What follows belongs to an exercise in optimizing a design on an open flow for small area, a short achievable clock period and few clock cycles per item; a production flow would make more cautious choices.
At most, simulation tests tie the RTL to the original design; equivalence was not proved.
Power is estimated from default activity; no workload was simulated.

## top
module top(
    input start, op, reset, clock,
    input [31:0] data_a, data_b,
    output busy, ready,
    output [31:0] data_o
);
==> flow/config.mk <==
export PLATFORM = sky130hd
export DESIGN_NAME = top
export DESIGN_NICKNAME = top
export VERILOG_FILES = /design/flow/design.v
export SDC_FILE = /design/flow/constraint.sdc
export NUM_CORES = 4
export LEC_CHECK = 0
export CAP_MARGIN = 20
export CORE_MARGIN = 2
export CORE_UTILIZATION = 40
export SLEW_MARGIN = 20
==> flow/constraint.sdc <==
create_clock -name core_clock -period 8.0 [get_ports {clock}]
set_input_delay 1.6000 -clock core_clock [delete_from_list [all_inputs] [get_ports {clock}]]
set_output_delay 1.6000 -clock core_clock [all_outputs]
set_load 0.01 [all_outputs]
run.sh (not shown) runs the stock make flow with config.mk's settings and CLKGATE_MAP_FILE= SYNTH_SCRIPT=/design/flow/synth_recipe.tcl, a recipe that flattens the netlist after the stock synthesis.
The first run reached the layout checks and failed them: negative setup slack.
Edit:
- CORE_UTILIZATION: 40 -> 55
- GPL_TIMING_DRIVEN: unset -> 0
The changed run finished with negative setup slack left.
Design area decreases by roughly a tenth.
First-iteration DRC count increases by well over a third.
Clock skew hardly moves.
Power decreases by a few percent.
Synthesized area is unchanged.
Routed wire length increases by a few percent.
No functional check of the RTL was part of any run of this note.


Another version of the RTL of top (not shown whole).
Size: about 1600 cells after synthesis, roughly 47 flip-flops, about 100 I/O pins.
Settings: LEC_CHECK=0, CAP_MARGIN=20, CORE_MARGIN=2, CORE_UTILIZATION=50, GPL_TIMING_DRIVEN=0, SETUP_SLACK_MARGIN=0.8, SLEW_MARGIN=20; clock period 8.0 ns.
standard.sh (not shown) runs the stock make flow with config.mk's settings and CLKGATE_MAP_FILE= SYNTH_SCRIPT=/design/flow/synth_recipe.tcl, a recipe that flattens the netlist after the stock synthesis.
==> flow/flow/run.sh <==
#!/bin/bash
# Layout flow: the standard flow (standard.sh), with two changes.
# 1. Synthesis is ORFS's own synthesis script, run with a copy of the ORFS
#    scripts folder whose ABC mapping script (abc_speed.script, from this
#    folder) maps for a delay target, and without the full-adder cell
#    mapping (ADDER_MAP_FILE empty). Registers are mapped as before.
# 2. The port buffers are sky130_fd_sc_hd__buf_1 instead of the default
#    delay-cell buffer. Every port still gets its own buffer.
set -euo pipefail
here=$(pwd)
rm -rf "$here/scripts_abc"
cp -r "$FLOW_HOME/scripts" "$here/scripts_abc"
cp "$here/flow/abc_speed.script" "$here/scripts_abc/abc_speed.script"
export BUFFER_PORTS_ARGS="-buffer_cell sky130_fd_sc_hd__buf_1"
bash standard.sh SCRIPTS_DIR="$here/scripts_abc" ADDER_MAP_FILE= synth > synth_make.log 2>&1
bash standard.sh > standard_make.log 2>&1
==> flow/flow/abc_speed.script <==
strash
dch -f
map -D 4500
buffer -c
topo
upsize -c -D 4500
dnsize -c -D 4500
The starting point produced a clean layout.
Testbench counts at the start, summed over its fixed seeds: cycles 6,476, items 3,200.
Rerun with:
--- a/flow/config.mk
+++ b/flow/config.mk
@@ -10 +10 @@
-export CORE_UTILIZATION = 50
+export CORE_UTILIZATION = 55
After rerunning:
- worst setup slack got worse by 0.24 ns
- via count climbs by about 0.9%
- first-iteration DRC count climbs by about 24%
- clock power climbs by 14%
- core utilization climbs by 5.3 points
Rerun with:
--- a/flow/config.mk
+++ b/flow/config.mk
@@ -10,3 +10,3 @@
-export CORE_UTILIZATION = 55
-export GPL_TIMING_DRIVEN = 0
-export SETUP_SLACK_MARGIN = 0.8
+export CORE_UTILIZATION = 50
+export GPL_TIMING_DRIVEN = 1
+export SETUP_SLACK_MARGIN = 0.6
Outcome:
- wire length goes up by a few percent
- cell count fell slightly
- cell area goes down slightly
- clock-buffer cell count is unchanged
- hold slack gets worse by 0.010 ns
- sequential power goes up slightly
- total power decreases by a few percent


== umber ==
The RTL this note starts from:
==> flow/design.v <==
module top(
    input start, op, reset, clock,
    input [31:0] data_a, data_b,
    output busy, ready,
    output [31:0] data_o
);
reg        act;    
reg        fst;    
reg        CY;     
reg        F;      
reg [28:0] X;      
reg        Un;     
reg [7:0]  Eb;     
reg        R;      
reg        CR;     
reg        K23;    
reg        GT;     
reg        BNZ;    
wire        sa = data_a[31];
wire        sb = data_b[31];
wire [7:0]  ea = data_a[30:23];
wire [7:0]  eb = data_b[30:23];
wire [23:0] ma = {1'b1, data_a[22:0]};
wire [23:0] mb = {1'b1, data_b[22:0]};
wire [8:0] dab = {1'b0, ea} - {1'b0, eb};
wire [8:0] dba = {1'b0, eb} - {1'b0, ea};
wire       ge  = ~dab[8];
wire       gt  = ge & (dab[7:0] != 8'd0);
wire [4:0] kab = (dab[7:0] > 8'd23) ? 5'd23 : dab[4:0];
wire [4:0] kba = (dba[7:0] > 8'd23) ? 5'd23 : dba[4:0];
wire [4:0] k   = ge ? kab : kba;
wire Fn   = F | ge;
wire negS = (sa & Fn) | (sb & ~Fn);    
wire nega = sa & ~Fn;                  
wire negb = sb & Fn;                   
wire sgnZ = negS ^ op;                 
wire [23:0] nmb = -mb;
wire [23:0] M   = ge ? ma : mb;
wire        special = (data_b == 32'h00000001);
wire [4:0]  ks  = (ea > 8'd23) ? 5'd23 : ea[4:0];
wire [23:0] mar;                                             
genvar gi;
generate for (gi = 0; gi < 24; gi = gi + 1) begin : rev
    assign mar[gi] = ma[23 - gi];
end endgenerate
wire        t23 = mar[ks];                                   
wire        tnz = |(mar[23:1] & ~((23'd1 << ks) - 23'd1));   
wire        s23 = t23 ^ (sa & tnz);                          
wire        cy  = op ? (s23 & tnz)
                     : (s23 | (sa & (ea == 8'd0) & (data_a[22:0] == 23'h000001)));
wire        sp1 = fst & special;
wire        nm  = act & X[28] & ~sp1;
wire [23:0] Zlo = (sgnZ ^ negb ^ nm) ? nmb : mb;
wire [2:0]  Zh0 = ~special ? {3{sgnZ}} : sa ? (op ? 3'd6 : 3'd0) : (op ? 3'd1 : 3'd7);
wire [2:0]  Zh1 = ~special ? {3{sgnZ}} : sa ? (op ? 3'd7 : 3'd1) : (op ? 3'd0 : 3'd6);
wire [2:0]  Zhi = (CY ? Zh1 : Zh0) ^ {3{nm}};
wire [57:0] Zxw = {{29{Zhi[2]}}, Zhi, Zlo, 2'b00} >> k;
wire [28:0] Zx  = Zxw[28:0];
wire [27:0] Uc = {{3{nm}}, M ^ {24{nm}}, nm} + {Zx[28:2], nm};    
wire [26:0] U  = Uc[27:1];
wire done;
always @(posedge clock or posedge reset)
begin
    if (reset) begin
        act <= 1'b0;
        fst <= 1'b0;
        F   <= 1'b0;
    end else begin
        act <= start | (act & ~done);
        fst <= start;
        if (start)
            F <= Fn;
    end
end
wire [22:0] below = (23'd1 << k) - 23'd1;
wire        nza  = |(data_a[22:0] & below);
wire        nzb  = |(data_b[22:0] & below);
wire        ra   = ma[k] ^ (nega & nza);
wire        rb   = Zx[2] ^ ((sgnZ ^ nm) & nzb);
wire        r    = (k != 5'd23) & (gt ? rb : ra);
wire [7:0]  emin = GT ? eb : ea;
wire        negR = F ? sa : sb;      
wire        wrap = K23 & ~X[28] & X[26];
wire [2:0]  wj   = X[4:2] + {2'b00, BNZ};
wire        Uneg = Un | X[28];
wire [27:0] V    = X[27:0];
wire        Vnz  = |X;
wire [1:0]  lz   = V[27] ? 2'd0 : V[26] ? 2'd1 : V[25] ? 2'd2 : 2'd3;
assign      done = ~sp1 & ~X[28] & (~Vnz | (V[27:24] != 4'd0));
always @(posedge clock)
begin
    X   <= (act & ~X[28] & ~sp1) ? {1'b0, V[23:0], 4'b0000} : {U, Zx[1:0]};
    Un  <= act & (Un | nm);
    Eb  <= act ? ((X[28] | sp1) ? Eb : Eb - 8'd4) : (gt ? eb : ea) + {3'b000, k} + 8'd2;
    R   <= r;
    CY  <= cy;
    CR  <= r & (op ^ sa ^ sb);
    K23 <= (k == 5'd23);
    GT  <= gt;
    BNZ <= (data_b[22:0] != 23'd0);
end
wire [27:0] Vn   = V << lz;
wire [21:0] f22  = wrap ? -{19'd0, wj} : Vn[25:4];
wire [1:0]  lze  = wrap ? 2'd2 : lz;                  
wire [7:0]  eo   = (~Vnz | (wrap & (wj == 3'd0))) ? emin : Eb - {6'd0, lze};
wire        sign = wrap ? (~negR | (wj == 3'd0))
                 : negR ? (~Uneg & Vnz) : Uneg;
wire [21:0] f22m = f22 - 22'd1;
wire [22:0] fo   = {CR ? f22m : f22, R};
assign data_o = {sign, eo, fo};
assign ready  = act & done;
assign busy   = act & ~done;
endmodule
export LEC_CHECK = 0
export CAP_MARGIN = 20
export CORE_MARGIN = 2
export CORE_UTILIZATION = 50
export GPL_TIMING_DRIVEN = 0
export SETUP_SLACK_MARGIN = 0.9
export SLEW_MARGIN = 20
create_clock -name core_clock -period 8.0 [get_ports {clock}]
Scripts as last shown in full above: flow/flow/run.sh, flow/flow/abc_speed.script
umber reached the final stage; the timing, design-rule and antenna checks on its layout passed.
Testbench counts of umber, summed over its fixed seeds: cycles 6,476, items 3,200.
Edits applied to the flow inputs when going from umber to maple:
# umber
export LEC_CHECK = 0
export CAP_MARGIN = 20
export CORE_MARGIN = 2
export CORE_UTILIZATION = 50
export GPL_TIMING_DRIVEN = 0
export SETUP_SLACK_MARGIN = 0.9
export SLEW_MARGIN = 20
create_clock -name core_clock -period 8.0 [get_ports {clock}]
# maple
export LEC_CHECK = 0
export CAP_MARGIN = 20
export CORE_MARGIN = 2
export CORE_UTILIZATION = 50
export CTS_CLUSTER_DIAMETER = 150
export CTS_CLUSTER_SIZE = 50
export GPL_TIMING_DRIVEN = 0
export SETUP_SLACK_MARGIN = 0.8
export SLEW_MARGIN = 20
create_clock -name core_clock -period 8.0 [get_ports {clock}]
--- outcome ---
- Run comparison: umber standard cell with the maximum stage delay on the critical path nor3_2; maple standard cell with the maximum stage delay on the critical path a221o_1
- | period utilization | umber vs maple | ≈ equal |
- Per the comparison of maple with umber, final cell count did not really move, relative contribution of the clock network to total power shows an increase of 0.2 points, first-pass iteration count of the detailed router lost 1.
[inputs] zinc vs maple
# maple
export LEC_CHECK = 0
export CAP_MARGIN = 20
export CORE_MARGIN = 2
export CORE_UTILIZATION = 50
export CTS_CLUSTER_DIAMETER = 150
export CTS_CLUSTER_SIZE = 50
export GPL_TIMING_DRIVEN = 0
export SETUP_SLACK_MARGIN = 0.8
export SLEW_MARGIN = 20
create_clock -name core_clock -period 8.0 [get_ports {clock}]
# zinc
export LEC_CHECK = 0
export CAP_MARGIN = 20
export CORE_MARGIN = 2
export CORE_UTILIZATION = 50
export GPL_TIMING_DRIVEN = 0
export SETUP_SLACK_MARGIN = 1.0
export SLEW_MARGIN = 20
create_clock -name core_clock -period 8.0 [get_ports {clock}]
==> flow/flow/run.sh <==
#!/bin/bash
# Layout flow: the standard flow (standard.sh), with two changes.
# 1. Synthesis is ORFS's own synthesis script, run with a copy of the ORFS
#    scripts folder whose ABC mapping script (abc_speed.script, from this
#    folder) maps for a delay target, and without the full-adder cell
#    mapping (ADDER_MAP_FILE empty). Registers are mapped as before.
# 2. The port buffers are sky130_fd_sc_hd__buf_2 instead of the default
#    delay-cell buffer. Every port still gets its own buffer.
set -euo pipefail
here=$(pwd)
rm -rf "$here/scripts_abc"
cp -r "$FLOW_HOME/scripts" "$here/scripts_abc"
cp "$here/flow/abc_speed.script" "$here/scripts_abc/abc_speed.script"
export BUFFER_PORTS_ARGS="-buffer_cell sky130_fd_sc_hd__buf_2"
bash standard.sh SCRIPTS_DIR="$here/scripts_abc" ADDER_MAP_FILE= synth > synth_make.log 2>&1
bash standard.sh > standard_make.log 2>&1
Results
| setup slack of the critical path after layout | zinc vs maple | better |. maple vs zinc, uppermost layer routed: met4 vs met5. Delta (zinc minus maple): combinational group power shows an increase of about 5%, post-route minimum period decreased 0.081 ns, global-route met2 utilization now larger, clock power grew by 10%, initial antenna violation count rose by 1. Comparing maple and zinc, the higher via total after detailed routing was measured on zinc. maple vs zinc, destination of the critical timing path: X[27] vs CR. Each of the runs, namely maple and zinc, reached the end of the flow and came out clean.
> inputs changed (zinc -> sierra)
# zinc
export LEC_CHECK = 0
export CAP_MARGIN = 20
export CORE_MARGIN = 2
export CORE_UTILIZATION = 50
export GPL_TIMING_DRIVEN = 0
export SETUP_SLACK_MARGIN = 1.0
export SLEW_MARGIN = 20
create_clock -name core_clock -period 8.0 [get_ports {clock}]
# sierra
export LEC_CHECK = 0
export CAP_MARGIN = 20
export CORE_MARGIN = 2
export CORE_UTILIZATION = 50
export GPL_TIMING_DRIVEN = 1
export SETUP_SLACK_MARGIN = 0.8
export SLEW_MARGIN = 20
create_clock -name core_clock -period 8.0 [get_ports {clock}]
==> flow/flow/run.sh <==
#!/bin/bash
# Layout flow: the standard flow (standard.sh), with two changes.
# 1. Synthesis is ORFS's own synthesis script, run with a copy of the ORFS
#    scripts folder whose ABC mapping script (abc_speed.script, from this
#    folder) maps for a delay target, and without the full-adder cell
#    mapping (ADDER_MAP_FILE empty). Registers are mapped as before.
# 2. The port buffers are sky130_fd_sc_hd__buf_1 instead of the default
#    delay-cell buffer. Every port still gets its own buffer.
set -euo pipefail
here=$(pwd)
rm -rf "$here/scripts_abc"
cp -r "$FLOW_HOME/scripts" "$here/scripts_abc"
cp "$here/flow/abc_speed.script" "$here/scripts_abc/abc_speed.script"
export BUFFER_PORTS_ARGS="-buffer_cell sky130_fd_sc_hd__buf_1"
bash standard.sh SCRIPTS_DIR="$here/scripts_abc" ADDER_MAP_FILE= synth > synth_make.log 2>&1
bash standard.sh > standard_make.log 2>&1
[summary]
Re area of the die: no difference whatsoever between zinc and sierra.
zinc has lower portion of total power attributed to the clock network than sierra.
Between zinc and sierra, the clock distribution power does not differ in any meaningful way.
zinc -> sierra: non-clock buffer count decreased by more than 10%
zinc and sierra ended up with nearly the same clock buffer and inverter area fraction after layout.
Between zinc and sierra, final cell count without fillers is higher for zinc, sierra comes in under that.
For sierra, the startpoint of the most critical setup path was data_b[29], unlike zinc, where it was data_a[24].
For juniper, these inputs were changed with respect to sierra:
# sierra
export LEC_CHECK = 0
export CAP_MARGIN = 20
export CORE_MARGIN = 2
export CORE_UTILIZATION = 50
export GPL_TIMING_DRIVEN = 1
export SETUP_SLACK_MARGIN = 0.8
export SLEW_MARGIN = 20
create_clock -name core_clock -period 8.0 [get_ports {clock}]
# juniper
export LEC_CHECK = 0
export CAP_MARGIN = 20
export CORE_MARGIN = 2
export CORE_UTILIZATION = 55
export GPL_TIMING_DRIVEN = 1
export SETUP_SLACK_MARGIN = 0.8
export SLEW_MARGIN = 20
create_clock -name core_clock -period 8.0 [get_ports {clock}]
## What came out
- Every stage of the flow completed for juniper, and the final layout passed the timing, design-rule and antenna checks.
- Re number of non-clock inverters: no difference whatsoever between sierra and juniper.
- juniper vs. sierra: routed length per instance down 4.0%; via count now sits higher; internal power saw little to no change; actual transition at the worst max-transition pin fell 0.041 ns.
- Proportion of power drawn by combinational gates: sierra vs juniper, no meaningful difference
- Diff sierra and juniper: count of buffers not belonging to the clock network in the layout lower in juniper
- Per the comparison of juniper with sierra, global-route usage shows an increase of 1.9 points; global routing met1 resource utilization shows an increase of 1.7 points.

==> separate check: timing with driven ports <==
How much do the figures lean on ideal ports? The routed layouts below were timed once more, with nothing changed but the port constraints. Step 1: set_driving_cell puts a clkbuf_16 on clock and a buf_2 on each other input, an assumption about the parent block. Step 2 times the ports against the registers' clock, not the clock port: input delays grow and output delays shrink by t, the midpoint of the rising clock arrivals with the driver on. a / b / c = ideal ports / drivers / drivers and shift; a / b = the first two.
run | t, ns | slack for setup (ns) | hold WS [ns] | worst slew at a driven data input, ns | cell pins on the clock port's net
the first run of note 1 | 0.319 | -0.600 / -0.604 / -0.923 | 0.463 / 0.463 / 0.463 | 0.05 | 1
the second run of note 1 | 0.324 | -1.285 / -1.297 / -1.621 | 0.475 / 0.475 / 0.475 | 0.06 | 1
the first run of note 2 | 0.327 | 1.200 / 1.211 / 0.884 | 0.479 / 0.479 / 0.479 | 0.04 | 1
the second run of note 2 | 0.327 | 0.958 / 0.970 / 0.643 | 0.486 / 0.486 / 0.486 | 0.03 | 1
the third run of note 2 | 0.319 | 1.080 / 1.092 / 0.774 | 0.475 / 0.475 / 0.475 | 0.05 | 1
umber | 0.324 | 1.201 / 1.216 / 0.892 | 0.479 / 0.479 / 0.479 | 0.04 | 1
maple | 0.327 | 1.200 / 1.211 / 0.884 | 0.479 / 0.479 / 0.479 | 0.04 | 1
zinc | 0.320 | 1.281 / 1.299 / 0.979 | 0.468 / 0.468 / 0.468 | 0.03 | 1
sierra | 0.321 | 1.180 / 1.183 / 0.863 | 0.475 / 0.475 / 0.475 | 0.05 | 1
juniper | 0.321 | 1.299 / 1.310 / 0.989 | 0.474 / 0.474 / 0.474 | 0.04 | 1
For the second run of note 1, which loses most, drivers alone change the setup slack by -0.012 ns; drivers and shift together by -0.336 ns.
